This design comes from an exercise in tuning for a short achievable clock period and few clock cycles on the open sky130 flow, not from production work. Only simulation tests tie the RTL to the original design; equivalence was not proved. No driver is modelled on the clock port, so clocking that relies on it looks cheaper here than on a real chip. Power figures rest on the tool's default switching activity, not on a simulated workload.

==> build 3: inputs <==
// mipsSystem
module mipsSystem(rst, clk, imem_addr, imem_rdata, dmem_we, dmem_addr, dmem_wdata, dmem_rdata, wb_en, wb_reg, wb_data);
Settings: LEC_CHECK=0, CAP_MARGIN=20, CORE_MARGIN=2, CORE_UTILIZATION=40, CTS_CLUSTER_DIAMETER=80, CTS_CLUSTER_SIZE=25, PLACE_DENSITY=0.6, SLEW_MARGIN=20; clock period 11.0 ns.
standard.sh (not shown) runs the stock make flow with config.mk's settings and CLKGATE_MAP_FILE= SYNTH_SCRIPT=/design/flow/synth_recipe.tcl, a recipe that flattens the netlist after the stock synthesis.
==> flow/flow/run.sh <==
#!/bin/bash
# Standard ORFS layout with these changes to how it is made (the SDC is unchanged):
#  - synthesis is the standard flow's, but ABC maps with flow/abc.script (a delay-driven
#    mapping), and no full/half adder cells are extracted (ADDER_MAP_FILE empty);
#  - timing repair aimed at a setup margin well above the 11 ns clock, so that
#    repair keeps improving paths that already meet it;
#  - repair may resize cells to other footprints (MATCH_CELL_FOOTPRINT 0);
#  - after CTS, flow/post_cts.tcl strengthens the output port buffers and runs
#    more repair, and flow/post_grt.tcl repairs again after global routing.
set -euo pipefail
MARGIN=${MARGIN:-7.5}
export MY_ABC_SCRIPT=$PWD/flow/abc.script
bash standard.sh ADDER_MAP_FILE= SETUP_SLACK_MARGIN=$MARGIN MATCH_CELL_FOOTPRINT=0 \
  SYNTH_SCRIPT=$PWD/flow/synth.tcl POST_CTS_TCL=$PWD/flow/post_cts.tcl POST_GLOBAL_ROUTE_TCL=$PWD/flow/post_grt.tcl finish > flow_make.log 2>&1
==> flow/flow/post_cts.tcl <==
# Run after ORFS's own CTS-stage repair (POST_CTS_TCL hook). Constraints are
# the design's; the output delays are relaxed only while one repair pass runs
# (so that it works on the register-to-register paths), and put back before
# anything is written. Output port buffers are moved next to the registers that
# drive them and made strong, and those registers get their strongest size.
estimate_parasitics -placement
set blk [ord::get_db_block]
foreach bterm [$blk getBTerms] {
  if {[$bterm getIoType] != "OUTPUT"} continue
  set buf ""
  foreach it [[$bterm getNet] getITerms] { if {[$it isOutputSignal]} { set buf [$it getInst] } }
  if {$buf == ""} continue
  set in_net ""
  foreach it [$buf getITerms] { if {[$it isInputSignal]} { set in_net [$it getNet] } }
  if {$in_net == ""} continue
  set ff ""
  foreach it [$in_net getITerms] { if {[$it isOutputSignal]} { set ff [$it getInst] } }
  if {$ff == ""} continue
  set loc [$ff getLocation]
  $buf setLocation [lindex $loc 0] [lindex $loc 1]
  replace_cell [$buf getName] sky130_fd_sc_hd__buf_8
  set m [[$ff getMaster] getName]
  if {[regsub {_[0-9]+$} $m {_4} m4] && $m4 != $m && [llength [get_lib_cells -quiet */$m4]]} { replace_cell [$ff getName] $m4 }
}
detailed_placement
estimate_parasitics -placement
set outs [all_outputs]
set_output_delay 0.5 -clock core_clock $outs
repair_timing -setup -setup_margin 7.9 -repair_tns 100

set_output_delay 2.2 -clock core_clock $outs
repair_timing -setup -setup_margin 7.6 -repair_tns 100
detailed_placement
check_placement -verbose
estimate_parasitics -placement
puts "post_cts: worst setup slack [worst_slack -max]"
Other scripts of this flow, unchanged in this note and not shown: flow/flow/abc.script, flow/flow/post_grt.tcl, flow/flow/synth.tcl
==> inputs of build 19, as changes to build 3 <==
--- a/flow/design.v
+++ b/flow/design.v
@@ -143,12 +143,19 @@
 reg        d_fe_a, d_fm_a, d_fw_a, d_fe_b, d_fm_b, d_fw_b;
 reg        d_pred;        
 reg [3:0]  bt_v;
 reg [31:2] bt_tag [0:3];
 reg [31:2] bt_tgt [0:3];
 reg [1:0]  bt_ptr;
+reg [3:0]  lp_v, lp_pt;
+reg [31:2] lp_tag [0:3];
+reg [31:2] lp_tgt [0:3];
+reg [3:0]  lp_cnt [0:3];
+reg [3:0]  lp_trip [0:3];
+reg [1:0]  lp_ptr;
+reg        d_lp;          
 reg        e_valid, e_wr, e_load, e_store, e_br, e_ld;
 reg        e_sdl;         
 reg [4:0]  e_dst;
 reg [31:0] e_a;           
 reg [31:0] e_b;           
 reg [31:0] e_sd;          
@@ -200,13 +207,13 @@
 wire d_use_rs = ~d_jmp & ~d_sll & ~d_bsame;
 wire d_use_rt = d_rtype | d_bcond;
 wire stall = d_valid & e_ld & ((d_use_rs & d_fe_a) | (d_use_rt & d_fe_b));
 genvar gi;
 wire [31:0] m_val = m_load ? dmem_rdata : m_res;
 reg  [31:0] d_ra, d_rb;
-integer ri;
+integer ri, lj;
 always @(*) begin
 	d_ra = 32'd0;
 	d_rb = 32'd0;
 	for (ri = 1; ri < 32; ri = ri + 1) begin
 		d_ra = d_ra | ({32{d_sa[ri]}} & rf[ri]);
 		d_rb = d_rb | ({32{d_sb[ri]}} & rf[ri]);
@@ -225,14 +232,28 @@
 ealu alu0(.a(e_a), .b(e_b), .sd(e_sd),
           .op_add(e_op_add), .op_sub(e_op_sub), .op_and(e_op_and), .op_or(e_op_or),
           .op_slt(e_op_slt), .op_sll(e_op_sll), .shamt(e_shamt),
           .res(alu_res), .zero(e_zero), .eq(e_eq));
 wire e_redirect = e_valid & e_br & e_eq;
 wire d_mispred = d_pred & ~d_bsame;
-wire d_redirect = d_valid & ((d_bsame & ~d_pred) | d_mispred | (d_fast & e_zero));
-wire [31:0] d_rtarget = d_mispred ? d_pc4 : d_target;
+wire d_lpfix = d_lp & ~(d_fast & e_zero);
+wire d_redirect = d_valid & ~stall & ((d_bsame & ~d_pred) | d_mispred | d_lpfix | (d_fast & e_zero & ~d_lp));
+wire [31:0] d_rtarget = (d_mispred | d_lp) ? d_pc4 : d_target;
+wire [3:0] lp_hit, lp_m;
+genvar li;
+generate
+	for (li = 0; li < 4; li = li + 1) begin : lpt
+		assign lp_hit[li] = lp_v[li] & lp_pt[li] & (lp_tag[li] == pc[31:2]);
+		assign lp_m[li]   = lp_v[li] & (lp_tag[li] == d_pc);
+	end
+endgenerate
+wire        f_lph = |lp_hit;
+wire [31:2] f_lptgt = ({30{lp_hit[0]}} & lp_tgt[0]) | ({30{lp_hit[1]}} & lp_tgt[1]) |
+                      ({30{lp_hit[2]}} & lp_tgt[2]) | ({30{lp_hit[3]}} & lp_tgt[3]);
+wire        lp_upd = d_valid & d_fast & ~e_redirect;
+wire        lp_new = lp_upd & ~|lp_m;
 wire d_install = d_valid & d_bsame & ~d_pred & ~e_redirect;
 wire [3:0] bt_hit;
 genvar bi;
 generate
 	for (bi = 0; bi < 4; bi = bi + 1) begin : btb
 		assign bt_hit[bi] = bt_v[bi] & (bt_tag[bi] == pc[31:2]);
@@ -242,18 +263,20 @@
 wire [31:2] f_htgt = ({30{bt_hit[0]}} & bt_tgt[0]) | ({30{bt_hit[1]}} & bt_tgt[1]) |
                      ({30{bt_hit[2]}} & bt_tgt[2]) | ({30{bt_hit[3]}} & bt_tgt[3]);
 wire [31:0] pc_next = e_redirect ? e_target :
                       d_redirect ? d_rtarget :
                       stall      ? pc :
                       f_j        ? f_jtarget :
-                      f_hit      ? {f_htgt, 2'b00} : pc4;
+                      f_hit      ? {f_htgt, 2'b00} :
+                      f_lph      ? {f_lptgt, 2'b00} : pc4;
 wire hold = stall & ~e_redirect & ~d_redirect;
 wire [31:0] pc_adv = e_redirect ? e_target :
                      d_redirect ? d_rtarget :
                      f_j        ? f_jtarget :
-                     f_hit      ? {f_htgt, 2'b00} : pc4;
+                     f_hit      ? {f_htgt, 2'b00} :
+                     f_lph      ? {f_lptgt, 2'b00} : pc4;
 assign imem_addr = pc_o;
 assign dmem_we    = o_we;
 assign dmem_addr  = o_addr;
 assign dmem_wdata = o_wdata;
 wire [31:0] m_dec = 32'd1 << m_dst;
 generate
@@ -273,13 +296,19 @@
 		d_valid <= 1'b0;
 		e_valid <= 1'b0;
 		m_valid <= 1'b0;
 		w_en    <= 1'b0;
 		bt_v    <= 4'd0;
 		bt_ptr  <= 2'd0;
+		lp_v    <= 4'd0;
+		lp_ptr  <= 2'd0;
 	end else begin
+		if (lp_new) begin
+			lp_v[lp_ptr] <= 1'b1;
+			lp_ptr       <= lp_ptr + 2'd1;
+		end
 		if (d_install) begin
 			bt_v[bt_ptr] <= 1'b1;
 			bt_ptr       <= bt_ptr + 2'd1;
 		end
 		pc      <= pc_next;
 		if (e_redirect | d_redirect) d_valid <= 1'b0;
@@ -295,12 +324,13 @@
 	r_en <= m_rep_now | e_rep_now;
 	if (!stall) begin
 		d_ir    <= ir;
 		d_pc4   <= pc4;
 		d_pc    <= pc[31:2];
 		d_pred  <= f_hit & ~f_j;
+		d_lp    <= f_lph & ~f_hit & ~f_j;
 	end
 	if (!stall) begin
 		d_fe_a <= f_fe_a;
 		d_fm_a <= f_fm_a & ~f_fe_a;
 		d_fw_a <= f_fw_a & ~f_fm_a & ~f_fe_a;
 		d_sa   <= (f_fe_a | f_fm_a | f_fw_a) ? 31'd0 : f_sa[31:1];
@@ -315,12 +345,31 @@
 		d_sa   <= (d_fe_a | d_fm_a) ? 31'd0 : d_sa_h[31:1];
 		d_fe_b <= 1'b0;
 		d_fm_b <= d_fe_b;
 		d_fw_b <= d_fm_b;
 		d_sb   <= (d_fe_b | d_fm_b) ? 31'd0 : d_sb_h[31:1];
 	end
+	if (lp_new) begin
+		lp_tag[lp_ptr]  <= d_pc;
+		lp_tgt[lp_ptr]  <= d_target[31:2];
+		lp_cnt[lp_ptr]  <= e_zero ? 4'd0 : 4'd1;
+		lp_trip[lp_ptr] <= e_zero ? 4'd1 : 4'd0;
+		lp_pt[lp_ptr]   <= e_zero;
+	end
+	for (lj = 0; lj < 4; lj = lj + 1) begin
+		if (lp_upd & lp_m[lj]) begin
+			if (e_zero) begin
+				lp_trip[lj] <= (lp_cnt[lj] == 4'd15) ? 4'd0 : lp_cnt[lj] + 4'd1;
+				lp_cnt[lj]  <= 4'd0;
+				lp_pt[lj]   <= (lp_cnt[lj] == 4'd0);
+			end else begin
+				lp_cnt[lj]  <= (lp_cnt[lj] == 4'd15) ? 4'd15 : lp_cnt[lj] + 4'd1;
+				lp_pt[lj]   <= (lp_trip[lj] != 4'd0) & (lp_cnt[lj] + 4'd2 == lp_trip[lj]);
+			end
+		end
+	end
 	if (d_install) begin
 		bt_tag[bt_ptr] <= d_pc;
 		bt_tgt[bt_ptr] <= d_target[31:2];
 	end
 	e_wr      <= d_wr;
 	e_load    <= d_lw;
==> flow/flow/run.sh (replaced) <==
#!/bin/bash
# Standard ORFS layout with these changes to how it is made (the SDC is unchanged):
#  - synthesis is the standard flow's, but ABC maps with flow/abc.script (a delay-driven
#    mapping), and no full/half adder cells are extracted (ADDER_MAP_FILE empty);
#  - timing repair aimed at a setup margin well above the 11 ns clock, so that
#    repair keeps improving paths that already meet it;
#  - repair may resize cells to other footprints (MATCH_CELL_FOOTPRINT 0);
#  - before CTS, flow/pre_cts.tcl puts output registers next to their pins;
#  - after CTS, flow/post_cts.tcl strengthens the output port buffers and runs
#    more repair, and flow/post_grt.tcl repairs again after global routing.
set -euo pipefail
MARGIN=${MARGIN:-7.5}
export MY_ABC_SCRIPT=$PWD/flow/abc.script
bash standard.sh ADDER_MAP_FILE= SETUP_SLACK_MARGIN=$MARGIN MATCH_CELL_FOOTPRINT=0 \
  SYNTH_SCRIPT=$PWD/flow/synth.tcl PRE_CTS_TCL=$PWD/flow/pre_cts.tcl POST_CTS_TCL=$PWD/flow/post_cts.tcl POST_GLOBAL_ROUTE_TCL=$PWD/flow/post_grt.tcl finish > flow_make.log 2>&1
==> flow/flow/post_cts.tcl (replaced) <==
# Run after ORFS's own CTS-stage repair (POST_CTS_TCL hook). Constraints are
# the design's; the output delays are relaxed only while one repair pass runs
# (so that it works on the register-to-register paths), and put back before
# anything is written. Output port buffers are moved next to the registers that
# drive them, and each such register and buffer pair gets the sizes that time
# best (and is then left alone by repair).
estimate_parasitics -placement
set blk [ord::get_db_block]
set out_pairs {}
foreach bterm [$blk getBTerms] {
  if {[$bterm getIoType] != "OUTPUT"} continue
  set buf ""
  foreach it [[$bterm getNet] getITerms] { if {[$it isOutputSignal]} { set buf [$it getInst] } }
  if {$buf == ""} continue
  set in_net ""
  foreach it [$buf getITerms] { if {[$it isInputSignal]} { set in_net [$it getNet] } }
  if {$in_net == ""} continue
  set ff ""
  foreach it [$in_net getITerms] { if {[$it isOutputSignal]} { set ff [$it getInst] } }
  if {$ff == ""} continue
  set loc [$ff getLocation]
  $buf setLocation [lindex $loc 0] [lindex $loc 1]
  lappend out_pairs [list [$bterm getName] [$ff getName] [$buf getName]]
}
detailed_placement
estimate_parasitics -placement

# Size each output's register and buffer together: the pair with the best
# slack at the port.
foreach pr $out_pairs {
  lassign $pr port ffn bufn
  set base [get_property [get_lib_cells -of_objects [get_cells $ffn]] name]
  regsub {_[0-9]+$} $base {} fam
  set best_s -1e9; set best {}
  foreach fsz {1 2 4} {
    if {![llength [get_lib_cells -quiet */${fam}_$fsz]]} continue
    replace_cell $ffn ${fam}_$fsz
    foreach bsz {4 6 8 12} {
      replace_cell $bufn sky130_fd_sc_hd__buf_$bsz
      set sl [get_property [get_ports $port] slack_max]
      if {$sl > $best_s} { set best_s $sl; set best [list ${fam}_$fsz sky130_fd_sc_hd__buf_$bsz] }
    }
  }
  replace_cell $ffn [lindex $best 0]
  replace_cell $bufn [lindex $best 1]
  set_dont_touch [get_cells $ffn]
  set_dont_touch [get_cells $bufn]
}
detailed_placement
estimate_parasitics -placement
set outs [all_outputs]
set_output_delay 0.5 -clock core_clock $outs
repair_timing -setup -setup_margin 7.9 -repair_tns 100

set_output_delay 2.2 -clock core_clock $outs
repair_timing -setup -setup_margin 7.6 -repair_tns 100
detailed_placement
check_placement -verbose
estimate_parasitics -placement
puts "post_cts: worst setup slack [worst_slack -max]"
==> flow/flow/pre_cts.tcl (new file) <==
# Before CTS: each output port's register and buffer go next to the pin.
set blk [ord::get_db_block]
set core [$blk getCoreArea]
set cx0 [$core xMin]; set cy0 [$core yMin]; set cx1 [$core xMax]; set cy1 [$core yMax]
foreach bterm [$blk getBTerms] {
  if {[$bterm getIoType] != "OUTPUT"} continue
  set buf ""
  foreach it [[$bterm getNet] getITerms] { if {[$it isOutputSignal]} { set buf [$it getInst] } }
  if {$buf == ""} continue
  set in_net ""
  foreach it [$buf getITerms] { if {[$it isInputSignal]} { set in_net [$it getNet] } }
  if {$in_net == ""} continue
  set ff ""
  foreach it [$in_net getITerms] { if {[$it isOutputSignal]} { set ff [$it getInst] } }
  if {$ff == ""} continue
  set bb [$bterm getBBox]
  set x [expr {([$bb xMin] + [$bb xMax]) / 2}]
  set y [expr {([$bb yMin] + [$bb yMax]) / 2}]
  set x [expr {max($cx0, min($cx1 - 20000, $x))}]
  set y [expr {max($cy0, min($cy1 - 5440, $y))}]
  $ff setLocation $x $y
  $buf setLocation $x $y
}
detailed_placement
==> inputs of trial 59, as changes to build 3 <==
--- a/flow/design.v
+++ b/flow/design.v
@@ -143,12 +143,19 @@
 reg        d_fe_a, d_fm_a, d_fw_a, d_fe_b, d_fm_b, d_fw_b;
 reg        d_pred;        
 reg [3:0]  bt_v;
 reg [31:2] bt_tag [0:3];
 reg [31:2] bt_tgt [0:3];
 reg [1:0]  bt_ptr;
+reg [3:0]  lp_v, lp_pt;
+reg [31:2] lp_tag [0:3];
+reg [31:2] lp_tgt [0:3];
+reg [3:0]  lp_cnt [0:3];
+reg [3:0]  lp_trip [0:3];
+reg [1:0]  lp_ptr;
+reg        d_lp;          
 reg        e_valid, e_wr, e_load, e_store, e_br, e_ld;
 reg        e_sdl;         
 reg [4:0]  e_dst;
 reg [31:0] e_a;           
 reg [31:0] e_b;           
 reg [31:0] e_sd;          
@@ -200,13 +207,13 @@
 wire d_use_rs = ~d_jmp & ~d_sll & ~d_bsame;
 wire d_use_rt = d_rtype | d_bcond;
 wire stall = d_valid & e_ld & ((d_use_rs & d_fe_a) | (d_use_rt & d_fe_b));
 genvar gi;
 wire [31:0] m_val = m_load ? dmem_rdata : m_res;
 reg  [31:0] d_ra, d_rb;
-integer ri;
+integer ri, lj;
 always @(*) begin
 	d_ra = 32'd0;
 	d_rb = 32'd0;
 	for (ri = 1; ri < 32; ri = ri + 1) begin
 		d_ra = d_ra | ({32{d_sa[ri]}} & rf[ri]);
 		d_rb = d_rb | ({32{d_sb[ri]}} & rf[ri]);
@@ -225,14 +232,28 @@
 ealu alu0(.a(e_a), .b(e_b), .sd(e_sd),
           .op_add(e_op_add), .op_sub(e_op_sub), .op_and(e_op_and), .op_or(e_op_or),
           .op_slt(e_op_slt), .op_sll(e_op_sll), .shamt(e_shamt),
           .res(alu_res), .zero(e_zero), .eq(e_eq));
 wire e_redirect = e_valid & e_br & e_eq;
 wire d_mispred = d_pred & ~d_bsame;
-wire d_redirect = d_valid & ((d_bsame & ~d_pred) | d_mispred | (d_fast & e_zero));
-wire [31:0] d_rtarget = d_mispred ? d_pc4 : d_target;
+wire d_lpfix = d_lp & ~(d_fast & e_zero);
+wire d_redirect = d_valid & ~stall & ((d_bsame & ~d_pred) | d_mispred | d_lpfix | (d_fast & e_zero & ~d_lp));
+wire [31:0] d_rtarget = (d_mispred | d_lp) ? d_pc4 : d_target;
+wire [3:0] lp_hit, lp_m;
+genvar li;
+generate
+	for (li = 0; li < 4; li = li + 1) begin : lpt
+		assign lp_hit[li] = lp_v[li] & lp_pt[li] & (lp_tag[li] == pc[31:2]);
+		assign lp_m[li]   = lp_v[li] & (lp_tag[li] == d_pc);
+	end
+endgenerate
+wire        f_lph = |lp_hit;
+wire [31:2] f_lptgt = ({30{lp_hit[0]}} & lp_tgt[0]) | ({30{lp_hit[1]}} & lp_tgt[1]) |
+                      ({30{lp_hit[2]}} & lp_tgt[2]) | ({30{lp_hit[3]}} & lp_tgt[3]);
+wire        lp_upd = d_valid & d_fast & ~e_redirect;
+wire        lp_new = lp_upd & ~|lp_m;
 wire d_install = d_valid & d_bsame & ~d_pred & ~e_redirect;
 wire [3:0] bt_hit;
 genvar bi;
 generate
 	for (bi = 0; bi < 4; bi = bi + 1) begin : btb
 		assign bt_hit[bi] = bt_v[bi] & (bt_tag[bi] == pc[31:2]);
@@ -242,18 +263,20 @@
 wire [31:2] f_htgt = ({30{bt_hit[0]}} & bt_tgt[0]) | ({30{bt_hit[1]}} & bt_tgt[1]) |
                      ({30{bt_hit[2]}} & bt_tgt[2]) | ({30{bt_hit[3]}} & bt_tgt[3]);
 wire [31:0] pc_next = e_redirect ? e_target :
                       d_redirect ? d_rtarget :
                       stall      ? pc :
                       f_j        ? f_jtarget :
-                      f_hit      ? {f_htgt, 2'b00} : pc4;
+                      f_hit      ? {f_htgt, 2'b00} :
+                      f_lph      ? {f_lptgt, 2'b00} : pc4;
 wire hold = stall & ~e_redirect & ~d_redirect;
 wire [31:0] pc_adv = e_redirect ? e_target :
                      d_redirect ? d_rtarget :
                      f_j        ? f_jtarget :
-                     f_hit      ? {f_htgt, 2'b00} : pc4;
+                     f_hit      ? {f_htgt, 2'b00} :
+                     f_lph      ? {f_lptgt, 2'b00} : pc4;
 assign imem_addr = pc_o;
 assign dmem_we    = o_we;
 assign dmem_addr  = o_addr;
 assign dmem_wdata = o_wdata;
 wire [31:0] m_dec = 32'd1 << m_dst;
 generate
@@ -273,13 +296,19 @@
 		d_valid <= 1'b0;
 		e_valid <= 1'b0;
 		m_valid <= 1'b0;
 		w_en    <= 1'b0;
 		bt_v    <= 4'd0;
 		bt_ptr  <= 2'd0;
+		lp_v    <= 4'd0;
+		lp_ptr  <= 2'd0;
 	end else begin
+		if (lp_new) begin
+			lp_v[lp_ptr] <= 1'b1;
+			lp_ptr       <= lp_ptr + 2'd1;
+		end
 		if (d_install) begin
 			bt_v[bt_ptr] <= 1'b1;
 			bt_ptr       <= bt_ptr + 2'd1;
 		end
 		pc      <= pc_next;
 		if (e_redirect | d_redirect) d_valid <= 1'b0;
@@ -295,12 +324,13 @@
 	r_en <= m_rep_now | e_rep_now;
 	if (!stall) begin
 		d_ir    <= ir;
 		d_pc4   <= pc4;
 		d_pc    <= pc[31:2];
 		d_pred  <= f_hit & ~f_j;
+		d_lp    <= f_lph & ~f_hit & ~f_j;
 	end
 	if (!stall) begin
 		d_fe_a <= f_fe_a;
 		d_fm_a <= f_fm_a & ~f_fe_a;
 		d_fw_a <= f_fw_a & ~f_fm_a & ~f_fe_a;
 		d_sa   <= (f_fe_a | f_fm_a | f_fw_a) ? 31'd0 : f_sa[31:1];
@@ -315,12 +345,31 @@
 		d_sa   <= (d_fe_a | d_fm_a) ? 31'd0 : d_sa_h[31:1];
 		d_fe_b <= 1'b0;
 		d_fm_b <= d_fe_b;
 		d_fw_b <= d_fm_b;
 		d_sb   <= (d_fe_b | d_fm_b) ? 31'd0 : d_sb_h[31:1];
 	end
+	if (lp_new) begin
+		lp_tag[lp_ptr]  <= d_pc;
+		lp_tgt[lp_ptr]  <= d_target[31:2];
+		lp_cnt[lp_ptr]  <= e_zero ? 4'd0 : 4'd1;
+		lp_trip[lp_ptr] <= e_zero ? 4'd1 : 4'd0;
+		lp_pt[lp_ptr]   <= e_zero;
+	end
+	for (lj = 0; lj < 4; lj = lj + 1) begin
+		if (lp_upd & lp_m[lj]) begin
+			if (e_zero) begin
+				lp_trip[lj] <= (lp_cnt[lj] == 4'd15) ? 4'd0 : lp_cnt[lj] + 4'd1;
+				lp_cnt[lj]  <= 4'd0;
+				lp_pt[lj]   <= (lp_cnt[lj] == 4'd0);
+			end else begin
+				lp_cnt[lj]  <= (lp_cnt[lj] == 4'd15) ? 4'd15 : lp_cnt[lj] + 4'd1;
+				lp_pt[lj]   <= (lp_trip[lj] != 4'd0) & (lp_cnt[lj] + 4'd2 == lp_trip[lj]);
+			end
+		end
+	end
 	if (d_install) begin
 		bt_tag[bt_ptr] <= d_pc;
 		bt_tgt[bt_ptr] <= d_target[31:2];
 	end
 	e_wr      <= d_wr;
 	e_load    <= d_lw;
==> flow/flow/run.sh (replaced) <==
#!/bin/bash
# Standard ORFS layout with these changes to how it is made (the SDC is unchanged):
#  - synthesis is the standard flow's, but ABC maps with flow/abc.script (a delay-driven
#    mapping), and no full/half adder cells are extracted (ADDER_MAP_FILE empty);
#  - timing repair aimed at a setup margin well above the 11 ns clock, so that
#    repair keeps improving paths that already meet it;
#  - repair may resize cells to other footprints (MATCH_CELL_FOOTPRINT 0);
#  - before CTS, flow/pre_cts.tcl puts output registers next to their pins;
#  - after CTS, flow/post_cts.tcl strengthens the output port buffers and runs
#    more repair, and flow/post_grt.tcl repairs again after global routing.
set -euo pipefail
MARGIN=${MARGIN:-7.5}
export MY_ABC_SCRIPT=$PWD/flow/abc.script
bash standard.sh ADDER_MAP_FILE= SETUP_SLACK_MARGIN=$MARGIN MATCH_CELL_FOOTPRINT=0 \
  SYNTH_SCRIPT=$PWD/flow/synth.tcl PRE_CTS_TCL=$PWD/flow/pre_cts.tcl POST_CTS_TCL=$PWD/flow/post_cts.tcl POST_GLOBAL_ROUTE_TCL=$PWD/flow/post_grt.tcl finish > flow_make.log 2>&1
==> flow/flow/pre_cts.tcl (new file) <==
# Before CTS: each output port's register and buffer (but imem_addr's) go next
# to the pin.
set blk [ord::get_db_block]
set core [$blk getCoreArea]
set cx0 [$core xMin]; set cy0 [$core yMin]; set cx1 [$core xMax]; set cy1 [$core yMax]
foreach bterm [$blk getBTerms] {
  if {[$bterm getIoType] != "OUTPUT"} continue
  # imem_addr's registers stay where placement put them: their inputs are
  # the critical next-pc logic
  if {[string match "imem_addr*" [$bterm getName]]} continue
  set buf ""
  foreach it [[$bterm getNet] getITerms] { if {[$it isOutputSignal]} { set buf [$it getInst] } }
  if {$buf == ""} continue
  set in_net ""
  foreach it [$buf getITerms] { if {[$it isInputSignal]} { set in_net [$it getNet] } }
  if {$in_net == ""} continue
  set ff ""
  foreach it [$in_net getITerms] { if {[$it isOutputSignal]} { set ff [$it getInst] } }
  if {$ff == ""} continue
  set bb [$bterm getBBox]
  set x [expr {([$bb xMin] + [$bb xMax]) / 2}]
  set y [expr {([$bb yMin] + [$bb yMax]) / 2}]
  set x [expr {max($cx0, min($cx1 - 20000, $x))}]
  set y [expr {max($cy0, min($cy1 - 5440, $y))}]
  $ff setLocation $x $y
  $buf setLocation $x $y
}
detailed_placement
==> qor summary <==
item	trial 59	build 3	build 19
Result of the run	finished clean	finished clean	stopped before the end
Stage where the flow stopped	-	-	global routing (5_1_grt)
Layout fillers	22000	18900	-
Clock buffer count	157	135	-
Max-Cap Viols	0	0	-
Startpoint of the lowest-slack register-to-register path	pc[24]	e_a[3]	-
Area fraction of the dominant cell type after synthesis	49.9%	48.7%	49.9%
Data arrival time of the worst path	1.37 ns	1.38 ns	-
Initial DRC Count	19400	17500	-
Critical path depth	1	1	-
Num sequential	2108	1825	-
Average instance area after synthesis	10.5 um^2	10.4 um^2	10.5 um^2
Rows	182	167	182
Met2 WL post-DR	220000 um	176000 um	-
Final-layout setup total negative slack	0 ns	0 ns	-
Post-route DRC	0	0	-
Reported sequential group power	0.00956 W	0.00827 W	-
Yosys reg bits	2108	1825	2108
Pwr dens	175 nW/um^2	166 nW/um^2	-
Final core utilization	48.7%	47.9%	-
Die Outline Area	250000 um^2	213000 um^2	-
Testbench counts of build 3, summed over its fixed seeds: cycles 140,680.
Testbench counts of build 19, summed over its fixed seeds: cycles 139,596.
Testbench counts of trial 59, summed over its fixed seeds: cycles 139,596.

## separate check: timing with driven ports
Ports are ideal in the flow. The routed layouts listed here were re-timed in OpenROAD. Step 1, drivers: a clkbuf_16 drives clk and a buf_2 each remaining input, both assumed. Step 2 moves the port delays by t, midway between the first and last clock arrival at a register: inputs arrive t later, outputs are due t later. That takes back most of the time a late clock gives input paths. Slacks: ideal ports / drivers / drivers and shift; pairs: ideal ports / drivers.
run	t (ns)	setup WS [ns]	worst setup path at the end
build 3	0.911	7.416 / 7.323 / 6.938	input to register
trial 59	0.949	7.430 / 7.337 / 6.795	input to register
After both steps setup and hold are still met in every run listed. The setup slack of trial 59, which loses most, moves by -0.093 ns with the drivers and by -0.635 ns with both steps.
